From an optimization exercise on the open Yosys and OpenROAD flow, aimed at small area, a short achievable clock period and few clock cycles; shortcuts taken in it are not production practice. Function was checked by simulation only, so behaviour that the tests miss may differ from the original. No activity file was given, so power comes from the tool's default toggle rates.

==> flow/design.v <==
typedef enum logic[6:0] {
  OP      = 7'b0110011,
  OPIMM   = 7'b0010011,
  LOAD    = 7'b0000011,
  STORE   = 7'b0100011,
  BRANCH  = 7'b1100011,
  JAL     = 7'b1101111,
  JALR    = 7'b1100111,
  LUI     = 7'b0110111,
  AUIPC   = 7'b0010111
} opcode_t;
typedef enum logic[2:0] {
  BYTE  = 3'h0,
  HALF  = 3'h1,
  WORD  = 3'h2,
  BYTEU = 3'h4,
  HALFU = 3'h5,
  ADDRESS =  3'h6
} load_t;
typedef enum logic[1:0] {
  PCSEL_PC = 2'h0,
  PCSEL_PLUS4 = 2'h1,
  PCSEL_ALU = 2'h2
} pcsel_t;
typedef enum logic {
  IRSEL_IR = 1'b0,
  IRSEL_MEM = 1'b1
} irsel_t;
typedef enum logic[1:0] {
  REGSEL_ALU = 2'h0,
  REGSEL_MEM = 2'h1,
  REGSEL_PLUS4 = 2'h2
} regsel_t;
typedef enum logic {
  ALUSEL0_REG = 1'b0,
  ALUSEL0_PC = 1'b1
} alusel0_t;
typedef enum logic {
  ALUSEL1_REG = 1'b0,
  ALUSEL1_IR = 1'b1
} alusel1_t;
typedef enum logic {
  ADDRSEL_PC = 1'b0,
  ADDRSEL_ALU = 1'b1
} addrsel_t;
typedef struct packed {
  logic[6:0] funct7;
  logic[4:0] rs2;
  logic[4:0] rs1;
  logic[2:0] funct3;
  logic[4:0] rd;
  opcode_t  opcode;
} ir_R_t;
typedef struct packed {
  logic[11:0] imm;
  logic[4:0] rs1;
  logic[2:0] funct3;
  logic[4:0] rd;
  opcode_t  opcode;
} ir_I_t;
typedef struct packed {
  logic[6:0] imm1;
  logic[4:0] rs2;
  logic[4:0] rs1;
  logic[2:0] funct3;
  logic[4:0] imm0;
  opcode_t  opcode;
} ir_S_t;
typedef struct packed {
  logic[19:0] imm;
  logic[4:0] rd;
  opcode_t opcode;
} ir_U_t;
typedef enum logic[9:0] {
  ADD   = {3'h0, 7'h00},
  SUB   = {3'h0, 7'h20},
  XOR   = {3'h4, 7'h00},
  OR    = {3'h6, 7'h00},
  AND   = {3'h7, 7'h00},
  SLL   = {3'h1, 7'h00},
  SRL   = {3'h5, 7'h00},
  SRA   = {3'h5, 7'h20},
  SLT   = {3'h2, 7'h00},
  SLTU  = {3'h3, 7'h00}
} operation_t;
typedef enum logic {
  RS1 = 1'b0,
  RSD = 1'b1
} rs1sel_t;
typedef enum logic {
  TMPSEL_BYTE = 1'b0,
  TMPSEL_HALF = 1'b1
} tmpsel_t;
typedef enum logic[1:0] {
  DATAOUTSEL_TMP = 2'h0,
  DATAOUTSEL_REG = 2'h1
} dataoutsel_t;
typedef enum logic[2:0] {
  BEQ = 3'h0,
  BNE = 3'h1,
  BLT = 3'h4,
  BGE = 3'h5,
  BLTU = 3'h6,
  BGEU = 3'h7
} branch_t;
typedef enum logic[1:0] {
  FETCH = 2'h0,  
  PART1 = 2'h1,  
  PART2 = 2'h2,  
  HALT  = 2'h3   
} state_t;
`default_nettype none
module ControlUnit(
  input logic clock, resetn,
  input ir_R_t ir,
  input logic AltB, AeqB,
  output pcsel_t pcsel,
  output irsel_t irsel, 
  output regsel_t regsel,
  output logic regen,
  output alusel0_t alusel0,
  output alusel1_t alusel1,
  output operation_t op,
  output logic we, re,
  output addrsel_t addrsel,
  output rs1sel_t rs1sel,
  output tmpsel_t tmpsel,
  output dataoutsel_t dataoutsel,
  output logic un_signed,
  output logic halted
);
  state_t state, state_d;
  assign halted = (state == HALT);
  assign un_signed = (ir.funct3 == BLTU || ir.funct3 == BGEU);
  always_comb begin
    {pcsel, irsel, regsel, regen, alusel0, alusel1,
      op, we, re, addrsel, rs1sel, tmpsel, dataoutsel, 
      state_d} = '0;
    casez({ir.opcode, ir.funct3, ir.funct7, state})
      {7'b???_????, 10'b??_????_????, FETCH}: begin
        {pcsel, irsel, addrsel, re, we} = 
          {PCSEL_PLUS4, IRSEL_MEM, ADDRSEL_PC, 1'b1, 1'b0};
        state_d = PART1;
      end
      {OP, ADD  , PART1}, {OP, SUB, PART1}, {OP, XOR, PART1}, 
      {OP, OR   , PART1}, {OP, AND, PART1}, {OP, SLL, PART1}, 
      {OP, SRL  , PART1}, {OP, SRA, PART1}, {OP, SLT, PART1}, 
      {OP, SLTU , PART1}: begin
        {pcsel, irsel, addrsel, re, we} = 
          {PCSEL_PLUS4, IRSEL_MEM, ADDRSEL_PC, 1'b1, 1'b0};
        regsel = REGSEL_ALU;
        regen = 1'b1;
        alusel0 = ALUSEL0_REG;
        alusel1 = ALUSEL1_REG;
        rs1sel = RS1;
        op = operation_t'({ir.funct3, ir.funct7});
        state_d = PART1;
      end  
      {OPIMM, ADD[9:7] , 7'b???_????, PART1}, {OPIMM, XOR[9:7], 7'b???_????, PART1}, 
      {OPIMM, OR[9:7]  , 7'b???_????, PART1}, {OPIMM, AND[9:7], 7'b???_????, PART1}, 
      {OPIMM, SLL                   , PART1}, {OPIMM, SRL                  , PART1}, 
      {OPIMM, SRA                   , PART1}, {OPIMM, SLT[9:7], 7'b???_????, PART1}, 
      {OPIMM, SLTU[9:7], 7'b???_????, PART1}: begin
        {pcsel, irsel, addrsel, re, we} = 
          {PCSEL_PLUS4, IRSEL_MEM, ADDRSEL_PC, 1'b1, 1'b0};
        regsel = REGSEL_ALU;
        regen = 1'b1;
        alusel0 = ALUSEL0_REG;
        alusel1 = ALUSEL1_IR;
        rs1sel = RS1;
        op = operation_t'({ir.funct3, ir.funct7});
        state_d = PART1;
      end  
      {LOAD, BYTE , 7'b???_????, PART1}, {LOAD, HALF  , 7'b???_????, PART1},
      {LOAD, WORD , 7'b???_????, PART1}, {LOAD, BYTEU , 7'b???_????, PART1},
      {LOAD, HALFU, 7'b???_????, PART1}: begin
        {pcsel, irsel, addrsel, re, we} = 
          {PCSEL_PC, IRSEL_IR, ADDRSEL_ALU, 1'b1, 1'b0};
        regsel = REGSEL_MEM;
        regen = 1'b1;
        alusel0 = ALUSEL0_REG;
        alusel1 = ALUSEL1_IR;
        rs1sel = RS1;
        op = operation_t'({ADDRESS, 7'h00});
        state_d = PART2;
      end
      {LOAD, BYTE , 7'b???_????, PART2}, {LOAD, HALF  , 7'b???_????, PART2},
      {LOAD, WORD , 7'b???_????, PART2}, {LOAD, BYTEU , 7'b???_????, PART2},
      {LOAD, HALFU, 7'b???_????, PART2}: begin
        {pcsel, irsel, addrsel, re, we} = 
          {PCSEL_PLUS4, IRSEL_MEM, ADDRSEL_PC, 1'b1, 1'b0};
        regsel = REGSEL_ALU;
        regen = 1'b1;
        alusel0 = ALUSEL0_REG;
        rs1sel = RSD;
        op = operation_t'({ir.funct3, ir.funct7});
        state_d = PART1;
      end
      {STORE, BYTE, 7'b???_????, PART1}, {STORE, HALF, 7'b???_????, PART1}: begin
        {pcsel, irsel, addrsel, re, we} = 
          {PCSEL_PC, IRSEL_IR, ADDRSEL_ALU, 1'b1, 1'b0};
        regen = 1'b0;
        alusel0 = ALUSEL0_REG;
        alusel1 = ALUSEL1_IR;
        rs1sel = RS1;
        tmpsel = (ir.funct3 == BYTE) ? TMPSEL_BYTE : TMPSEL_HALF;
        state_d = PART2;
      end
      {STORE, BYTE, 7'b???_????, PART2}, {STORE, HALF, 7'b???_????, PART2}: begin
        {pcsel, irsel, addrsel, re, we} = 
          {PCSEL_PC, IRSEL_IR, ADDRSEL_ALU, 1'b0, 1'b1};
        regen = 1'b0;
        alusel0 = ALUSEL0_REG;
        alusel1 = ALUSEL1_IR;
        rs1sel = RS1;
        dataoutsel = DATAOUTSEL_TMP;
        state_d = FETCH;
      end
      {STORE, WORD, 7'b???_????, PART1}: begin
        {pcsel, irsel, addrsel, re, we} = 
          {PCSEL_PC, IRSEL_IR, ADDRSEL_ALU, 1'b0, 1'b1};
        regen = 1'b0;
        alusel0 = ALUSEL0_REG;
        alusel1 = ALUSEL1_IR;
        rs1sel = RS1;
        dataoutsel = DATAOUTSEL_REG;
        state_d = FETCH;
      end
      {BRANCH, BEQ  , 7'b???_???? , PART1} , {BRANCH, BNE , 7'b???_????  , PART1}, 
      {BRANCH, BLT  , 7'b???_???? , PART1} , {BRANCH, BGE , 7'b???_????  , PART1}, 
      {BRANCH, BLTU , 7'b???_????,  PART1} , {BRANCH, BGEU, 7'b???_????  , PART1}: begin
        if(ir.funct3 == BEQ  && AeqB  || ir.funct3 == BNE  && ~AeqB ||
           ir.funct3 == BLT  && AltB  || ir.funct3 == BGE  && ~AltB ||
           ir.funct3 == BLTU && AltB  || ir.funct3 == BGEU && ~AltB) begin
          {pcsel, irsel, addrsel, re, we} = 
            {PCSEL_ALU, IRSEL_MEM, ADDRSEL_ALU, 1'b1, 1'b0};
        end else begin
          {pcsel, irsel, addrsel, re, we} = 
            {PCSEL_PLUS4, IRSEL_MEM, ADDRSEL_PC, 1'b1, 1'b0};
        end
        regen = 1'b0;
        alusel0 = ALUSEL0_PC;
        alusel1 = ALUSEL1_IR;
        rs1sel = RS1;
        state_d = PART1;
      end
      {JAL, 10'b??_????_????, PART1}, {JALR, 3'h0, 7'b???_????, PART1}: begin
        {pcsel, irsel, addrsel, re, we} = 
          {PCSEL_ALU, IRSEL_MEM, ADDRSEL_ALU, 1'b1, 1'b0};
        regsel = REGSEL_PLUS4;
        regen = 1'b1;
        alusel0 = (ir.opcode == JAL) ? ALUSEL0_PC : ALUSEL0_REG;
        alusel1 = ALUSEL1_IR;
        rs1sel = RS1;
        state_d = PART1;
      end
      {LUI, 10'b??_????_????, PART1}, {AUIPC, 10'b??_????_????, PART1}: begin
        {pcsel, irsel, addrsel, re, we} = 
          {PCSEL_PLUS4, IRSEL_MEM, ADDRSEL_PC, 1'b1, 1'b0};
        regsel = REGSEL_ALU;
        regen = 1'b1;
        alusel0 = ALUSEL0_PC;
        alusel1 = ALUSEL1_IR;
        rs1sel = RS1;
        state_d = PART1;
      end
      {7'b???_????, 10'b??_????_????, HALT}: begin
        state_d = HALT;
      end
      default: begin
        state_d = HALT;
      end
    endcase
  end
  always_ff @(posedge clock) begin
    if(~resetn)
      state <= FETCH;
    else  
      state <= state_d;
  end
endmodule
`default_nettype none
module Alu(
  input logic[31:0] A, B,
  input opcode_t opcode,
  input operation_t op,
  output logic[31:0] aluout
);
  ir_I_t ir_I;
  ir_S_t ir_S;
  ir_U_t ir_U;
  logic[31:0] imm;
  assign ir_I = ir_I_t'(B);
  assign ir_S = ir_S_t'(B);
  assign ir_U = ir_U_t'(B);
  always_comb begin
    {imm, aluout} = '0;
    case(opcode)
      OP: begin
        case(op)
          ADD:    aluout = A + B;
          SUB:    aluout = A - B;
          XOR:    aluout = A ^ B;
          OR:     aluout = A | B;
          AND:    aluout = A & B;
          SLL:    aluout = A << B[4:0];
          SRL:    aluout = A >> B[4:0];
          SRA:    aluout = $signed(A) >>> B[4:0];
          SLT:    aluout = ($signed(A) < $signed(B)) ? 32'h1 : 32'h0; 
          SLTU:   aluout = ($unsigned(A) < $unsigned(B)) ? 32'h1 : 32'h0; 
          default: aluout = '0;
        endcase
      end
      OPIMM: begin
        imm = ir_I.imm[11] ? {20'hF_FFFF, ir_I.imm} : {20'd0, ir_I.imm};
        casez(op)
          {ADD[9:7], 7'b???_????}:  aluout = A + imm;
          {XOR[9:7], 7'b???_????}:  aluout = A ^ imm;
          {OR[9:7], 7'b???_????}:   aluout = A | imm;
          {AND[9:7], 7'b???_????}:  aluout = A & imm;
          SLL: aluout = A << imm[4:0];
          SRL: aluout = A >> imm[4:0];
          SRA: aluout = $signed(A) >>> imm[4:0];
          {SLT[9:7], 7'b???_????}:  aluout = ($signed(A) < $signed(imm)) ? 32'h1 : 32'h0; 
          {SLTU[9:7], 7'b???_????}: aluout = ($unsigned(A) < $unsigned(imm)) ? 32'h1 : 32'h0; 
          default: aluout = '0;
        endcase
      end
      LOAD: begin
        imm = ir_I.imm[11] ? {20'hF_FFFF, ir_I.imm} : {20'd0, ir_I.imm};
        case(op[9:7])
          ADDRESS:  aluout = A + imm;
          BYTE:     aluout = A[7] ? {24'hFFFFFF, A[7:0]} : {24'd0, A[7:0]};
          HALF:     aluout = A[15] ? {16'hFFFF, A[15:0]} : {16'd0, A[15:0]};
          WORD:     aluout = A;
          BYTEU:    aluout = {24'd0, A[7:0]};
          HALFU:    aluout = {16'd0, A[15:0]};
          default:  aluout = '0;
        endcase 
      end
      STORE: begin
        imm = {20'd0, ir_S.imm1, ir_S.imm0};
        aluout = A + ((imm[11]) ? {20'hFFFFF, imm[11:0]}: imm);
      end
      BRANCH: begin
        imm = {19'd0, ir_S.imm1[6], ir_S.imm0[0],
               ir_S.imm1[5:0], ir_S.imm0[4:1], 1'b0};
        aluout = A + ((imm[12]) ? {19'h7FFFF, imm[12:0]} : imm);
      end
      JAL: begin
        imm = {11'd0, ir_U.imm[19], ir_U.imm[7:0], 
               ir_U.imm[8], ir_U.imm[18:9], 1'b0};
        aluout = A + ((imm[20]) ? {11'h7FF, imm[20:0]}: imm);
      end
      JALR: begin
        imm = {20'd0, ir_I.imm};
        aluout = (A + ((imm[11]) ? {20'hFFFFF, imm[11:0]}: imm)) & 32'hFFFF_FFFE;
      end
      LUI: begin
        imm = {12'd0, ir_U.imm};
        aluout = imm << 12;
      end
      AUIPC: begin
        imm = {12'd0, ir_U.imm};
        aluout = A + (imm << 12);
      end
      default: aluout = '0;
    endcase
  end
endmodule
`default_nettype none
module MagComp(
  input logic[31:0] A, B,
  input logic un_signed,
  output logic AeqB, AltB
);
  assign AeqB = (A == B);
  assign AltB = (un_signed) ? 
    ($unsigned(A) < $unsigned(B)) :
    ($signed(A) < $signed(B)); 
endmodule
`default_nettype none
module RegisterFile(
  input logic clock, resetn,
  input logic[4:0] sel0, sel1, selin,
  input logic en,
  input logic[31:0] D,
  output logic[31:0] Q0, Q1
);
  logic[31:1] enable;
  logic[31:0][31:0] Q;
  assign Q[0] = 32'd0;
  generate 
    genvar i;
    for(i = 1; i < 32; i++) begin: r
      assign enable[i] = (en) ? (selin == i) : 1'b0;
      Register r(
        .clock,
        .resetn,
        .D,
        .Q(Q[i]),
        .en(enable[i])
      );
    end 
  endgenerate
  assign Q0 = Q[sel0];
  assign Q1 = Q[sel1];
endmodule
module Register(
  input logic clock, resetn,
  input logic en,
  input logic[31:0] D,
  output logic[31:0] Q
);
  always_ff @(posedge clock, negedge resetn) begin
    if(~resetn) begin
      Q <= 32'd0;
    end else begin
      if(en) begin
        Q <= D;
      end
    end
  end
endmodule
`default_nettype none
module Cpu(
  input logic clock,
  input logic resetn,
  input logic[31:0] rdata,
  output logic[31:0] wdata,
  output logic read, write,
  output logic[31:0] address,
  output logic halted
);
  logic[31:0] pc_D;
  logic[31:0] pc;
  logic[31:0] pcplus4;
  logic[31:0] ir_D;
  ir_R_t ir;
  logic[31:0] D;
  logic[4:0] sel0;
  logic[31:0] Q0, Q1;
  logic[31:0] datain, dataout;
  logic[31:0] A, B;
  logic[31:0] aluout;
  logic[23:0] tmp_Q, tmp_D;
  logic[31:0] tmp;
  logic AltB, AeqB;
  pcsel_t pcsel;
  irsel_t irsel; 
  regsel_t regsel;
  logic regen;
  alusel0_t alusel0;
  alusel1_t alusel1;
  operation_t op;
  addrsel_t addrsel;
  rs1sel_t rs1sel;
  tmpsel_t tmpsel;
  dataoutsel_t dataoutsel;
  logic un_signed;
  logic we;
  assign pcplus4 = 32'd4 + pc;
  assign pc_D = (pcsel == PCSEL_ALU) ? (aluout) : (
    (pcsel == PCSEL_PLUS4) ? pcplus4 : pc
  );
  assign ir_D = (irsel == IRSEL_MEM) ? datain : ir;
  assign D = (regsel == REGSEL_ALU) ? aluout : (
    (regsel == REGSEL_PLUS4) ? pcplus4 : datain
  );
  assign sel0 = (rs1sel == RS1) ? ir.rs1 : ir.rd;
  assign dataout = (dataoutsel == DATAOUTSEL_TMP) ? tmp : Q1;
  assign A = (alusel0 == ALUSEL0_REG) ? Q0 : pc;
  assign B = (alusel1 == ALUSEL1_REG) ? Q1 : ir;
  assign tmp_D = {datain[31:16], 
    (tmpsel == TMPSEL_BYTE) ? datain[15:8] : Q1[15:8]
  };
  assign tmp = {tmp_Q, Q1[7:0]};
  assign address = (addrsel == ADDRSEL_ALU) ? aluout : pcplus4;
  ControlUnit cu(
    .clock,
    .resetn,
    .ir,
    .AltB,
    .AeqB,
    .pcsel,
    .irsel, 
    .regsel,
    .regen,
    .alusel0,
    .alusel1,
    .op,
    .we, 
    .re(read),
    .addrsel,
    .rs1sel,
    .tmpsel,
    .dataoutsel,
    .un_signed,
    .halted
  );
  RegisterSimple #(.WIDTH(32), .INIT(-4)) PC(
    .clock,
    .resetn,
    .D(pc_D),
    .Q(pc)
  );
  RegisterSimple #(32) IR(
    .clock,
    .resetn,
    .D(ir_D),
    .Q(ir)
  );
  RegisterSimple #(24) TMP(
    .clock,
    .resetn,
    .D(tmp_D),
    .Q(tmp_Q)
  );
  RegisterFile rf(
    .clock,
    .resetn,
    .D,
    .sel0,
    .sel1(ir.rs2),
    .selin(ir.rd),
    .en(regen),
    .Q0,
    .Q1
  );
  Alu alu(
    .A,
    .B,
    .op,
    .opcode(ir.opcode),
    .aluout
  );
  MagComp mg(
    .A(Q0),
    .B(Q1),
    .un_signed,
    .AltB,
    .AeqB
  );
  assign wdata = dataout;
  assign datain = rdata;
  assign write = we;
endmodule
module RegisterSimple
#(parameter WIDTH = 32, parameter INIT = 0)
(
  input logic clock, 
  input logic resetn,
  input logic[WIDTH-1:0] D,
  output logic[WIDTH-1:0] Q
);
  always_ff @(posedge clock, negedge resetn) begin
    if(~resetn) begin
      Q <= INIT;
    end else begin
      Q <= D;
    end
  end
endmodule
==> flow/run.sh <==
#!/bin/bash
# synth_recipe.tcl (not shown) runs the flow's synth.tcl, then flattens the netlist and writes it again
# the make line also repeats each setting of config.mk as NAME=value (left out here)
make -C /OpenROAD-flow-scripts/flow DESIGN_CONFIG=/design/flow/config.mk WORK_HOME=/design/flow/orfs CLKGATE_MAP_FILE= SYNTH_SCRIPT=/design/flow/synth_recipe.tcl finish
==> flow/config.mk <==
export PLATFORM = sky130hd
export DESIGN_NAME = Cpu
export DESIGN_NICKNAME = Cpu
export VERILOG_FILES = /design/flow/design.v
export SDC_FILE = /design/flow/constraint.sdc
export NUM_CORES = 4
export LEC_CHECK = 0
export CAP_MARGIN = 20
export CORE_MARGIN = 2
export CORE_UTILIZATION = 30
export SETUP_SLACK_MARGIN = 0.3
export SLEW_MARGIN = 20
==> flow/constraint.sdc <==
create_clock -name core_clock -period 14.0 [get_ports {clock}]
set_input_delay 2.8000 -clock core_clock [delete_from_list [all_inputs] [get_ports {clock}]]
set_output_delay 2.8000 -clock core_clock [all_outputs]
set_load 0.01 [all_outputs]
==> out/qor.txt <==
Area growth, synth to finish - 13.6%
Clk sinks - 1082
HPWL after detailed placement - 351 mm
Relative slew slack - 16.8%
CTS tree - yes
Setup violators final - 0
GP Congestion - 1.09
First-pass GRT wire length - 665 mm
Initial antenna violation count - 36
Reg clk slew, reported paths - 0.06 ns
Proportion of layout cells with a drive suffix above 1 - 16.5%
Synth Register Bits - 1082
Total negative slack - 0 ns
R2R setup slack - 3.45 ns
Post-synthesis sequential area ratio - 33.2%
Core box area - 271000 um^2
Starting Density - 30.1%
RSZ-0062 raised after global routing - no
Die Y - 526 um
Synth area leaders - dfrtp_1, mux4_2, a21oi_1
Remaining Overflow, GRT - 0
Comb pwr share - 62.9%
CP required - 11.20 ns
Row cnt - 191
XOR/XNOR share of the synthesized area - 1.05%
Synth Area in Adders - 3.80%
Share of power burned in the clock network - 17.2%
Syn Std Cell Area - 81600 um^2
CP Launch Type - register
Fin. Hold Viols - 0
CP Max Fanout - 20
Filler cells - 27868
Post-synth top area share - 32.2%
Port bufs - 100
First-pass DRT Iterations - 9
HP Start - rf.r[27].r.Q[3]
Hold Crit Depth - 2
Number of flops mapped to enable cells by yosys - 0
Final period util - 97.7%
Switching pwr - 10.2 mW
Root buf cell - clkbuf_16
Worst Clk Skew - 0.122 ns
Max IR drop VDD - 0.117 mV
Min Tclk post-route - 13.68 ns
Critical path type - reg2out
Die ar. - 276000 um^2
Pin count of the biggest net entering global routing - 148
P per Cell Area - 204 nW/um^2
Main flop type after synthesis - dfrtp_1
Reg2reg path depth - 28
Syn Inst Count - 9473
Synth warn - 6
Compound-Gate Fraction of Synth Area - 27.5%
Vias - 86434
Hold Path End - rf.r[27].r.Q[3]
Status - timing/DRC/antenna clean
R2r endpoint - rf.r[16].r.Q[27]
Max-cap violations - 0
Clock Tree Buf Depth - 3
Vias per cell - 6.66
1st-iter DRT viols - 13157
WL final - 484 mm
Hold slack - 0.503 ns
Asr flop ratio synth - 99.8%
Final Max Slew Viols - 0
Number of global-route vias before repair - 80486
Remaining antenna violation count - 0
CTS buffer count - 113
Static Leak - 35.4 nW
Internal power - 8.72 mW
Post-synthesis simple-gate area fraction - 14.3%
Avg Cell Area, Syn - 8.62 um^2
Worst-Margin Slew - 1.24 ns
H-tree levels - 3
Global Route Usage Sum - 33.7%
Worst-Skew Late Latency - 0.83 ns
IO Pins - 101
DRC viols - 0
Post-synth top area cell - dfrtp_1
Reg-to-reg startpoint - IR.Q[3]
Yosys cell types - 111
Die X - 526 um
F_max - 73.1 MHz
Critical Path AT - 10.88 ns
Endpoint class of the critical path - output port
Syn_nets - 9752
Mux share of post-synthesis cell area - 14.4%
Cts hold-fix bufs - 0
Routed len/inst - 37.3 um
Reg power frac - 20.0%
Fin nets - 9570
Min-Delay Path Class - reg2reg
Sw Ratio - 53.9%
Largest family of logic cells by synthesized area - compound AO/OA/AOI/OAI gates
-- stage by stage --
| step | cell area, um^2 | power [mW] | std cells | util [%] | setup slack (ns) |
|---|---|---|---|---|---|
| 6_report | 92800 | 18.9 | 12985 | 34.3 | 0.322 |
| 5_1_grt | 92700 | 19.3 | 12962 | 34.2 | 0.297 |
| 4_1_cts | 92400 | 18.3 | 12951 | 34.1 | 0.302 |
| 3_5_place_dp | 88400 | 15.0 | 12734 | 32.7 | 0.467 |
| 3_3_place_gp | 88300 | 15.0 | 12732 | 32.6 | 0.334 |
| 2_1_floorplan | 81600 | 9.83 | 9473 | - | 2.57 |
-- worst max-delay path by stage --
stage / from / endpoint / slack [ns] / cells past startpoint
floorplan: IR.Q[20] / address[25] / 2.57 / 33
global placement: IR.Q[6] / address[22] / 0.33 / 27
detailed placement: IR.Q[3] / address[22] / 0.47 / 25
CTS: IR.Q[3] / address[13] / 0.30 / 29
global route: IR.Q[3] / address[30] / 0.30 / 28
finish: IR.Q[3] / address[17] / 0.32 / 21
-- flip-flops by register name (all words and copies together) (netlist names) --
signal    count
IR.Q         32
rf.r.r.Q    992
cu.state      2
PC.Q         32
TMP.Q        24
-- layer usage --
| metal | global-route usage, % | up-vias | share of wire [%] |
|---|---|---|---|
| met5 | 0.0173 | - | 0.031 |
| met4 | 27.8 | 22 | 9.8 |
| met3 | 9.54 | 1730 | 11 |
| met2 | 50.2 | 6540 | 43 |
| met1 | 40.5 | 43027 | 36 |
| li1 | - | 35115 | - |
-- critical path: stages (launching register included) --
cell             delay (ns)
dfrtp_1                0.56
or4_4                  0.76
nor4_4                 0.35
buf_6                  0.35
mux2i_4                0.70
buf_4                  0.43
buf_4                  0.22
a222oi_1               0.10
a211o_1                0.43
or2_1                  0.32
ha_1                   0.64
inv_1                  0.58
nor2_1                 0.10
nor3_1                 0.58
o21ai_0                0.57
a211o_1                0.41
and4_1                 0.22
o21ai_0                0.38
or2_2                  0.64
buf_4                  0.40
mux2i_1                0.57
clkdlybuf4s50_1        0.65
-- cell type report --
cell class	count	area, um^2	area share, %
sequential	1082	27100	29.2
clock inverter	42	611	0.658
clock buffer	172	3360	3.62
antenna	25	62.6	0.0674
multi-input combinational	7256	50900	54.9
tap	3570	4470	4.82
inverter	192	729	0.786
timing repair buffer	646	5490	5.92
-- cell usage after synthesis (24+ instances only) --
master	number
a32oi_1	44
xor2_1	29
a21o_1	48
o22ai_1	76
mux2i_1	297
dfstp_2	30
o21ai_0	692
o21bai_1	39
a221oi_1	49
nand3_1	153
o21a_1	27
nor3_1	126
o221ai_1	76
a211oi_1	219
o31ai_1	65
nand4_1	48
dfrtp_1	1050
and3_1	45
a2111o_1	24
a22oi_1	89
nor4_1	59
a22o_1	33
nor2b_1	31
o21ai_1	88
xnor2_1	69
nand2b_1	42
a2111oi_0	42
inv_1	177
buf_2	201
a31oi_1	190
buf_1	91
mux2_2	216
a211o_1	25
clkbuf_1	625
mux4_2	279
o211ai_1	410
ha_1	240
nor2_1	1000
o32ai_1	25
a21oi_1	848
nand2_1	1021
o211a_1	46
or2_2	41
-- logic make-up after synthesis --
group / Yosys count
multiplexers: 801
AND/OR/NAND/NOR: 2700
flip-flops: 1082
buffers and inverters: 1135
adder cells (fa/ha/maj): 245
XOR/XNOR: 98
AO/OA/AOI/OAI: 3412
-- cells in the final DEF, fill, tap and decap left out, drive strengths merged, types with 39 or more instances in the layout --
cell / n
a221oi: 54
nor4: 62
ha: 240
and3: 45
o211a: 46
buf: 553
a2111oi: 47
a21oi: 851
inv: 190
nand3: 153
nand4: 48
o221ai: 76
o22ai: 82
mux2i: 297
o21bai: 39
or2: 44
o211ai: 410
clkdlybuf4s50: 93
o21ai: 783
a22oi: 90
nand2: 1021
mux2: 225
nor2: 1003
a211oi: 220
a32oi: 44
nor3: 127
mux4: 279
a21o: 48
xnor2: 69
nand2b: 42
dfrtp: 1050
a31oi: 190
clkbuf: 172
o31ai: 72
-- repair_timing --
action | in CTS | in global routing
pin swaps | 2 | 3
setup endpoints to repair | 19 | 16
resized for setup | 8 | 21
buffers inserted | 3 | 4
-- power groups by stage --
| stage | logic (mW) | clock network (mW) | registers [mW] |
|---|---|---|---|
| detailed placement | 11.2 | 0 | 3.81 |
| CTS | 11.2 | 3.28 | 3.76 |
| floorplan | 6.19 | 0 | 3.64 |
| finish | 11.9 | 3.25 | 3.78 |
| global route | 12.1 | 3.40 | 3.80 |
| global placement | 11.2 | 0 | 3.79 |
Testbench counts, summed over its fixed seeds: cycles 71,757.

## what the ideal ports hide
How much do the figures lean on ideal ports? The routed layout below was timed once more, with nothing changed but the port constraints.
Step 1: set_driving_cell puts a clkbuf_16 on clock and a buf_2 on each other input, an assumption about the parent block.
Step 2 also shifts input and output timing later by t, the mid clock arrival at the registers, as if the neighbouring blocks saw the same clock.
a / b / c = no drivers / after step 1 / after step 2; a / b = the first two.
shift t [ns]: 0.859
setup WS [ns]: 0.322 / 0.237 / 1.095
clock arrival spread, ns: 0.121 / 0.121
worst register clock-pin slew, ns: 0.08 / 0.08
worst slew at a driven data input, ns: 0.06
After both steps setup and hold are still met in this run. For this run, drivers alone change the setup slack by -0.085 ns; drivers and shift together by +0.773 ns.
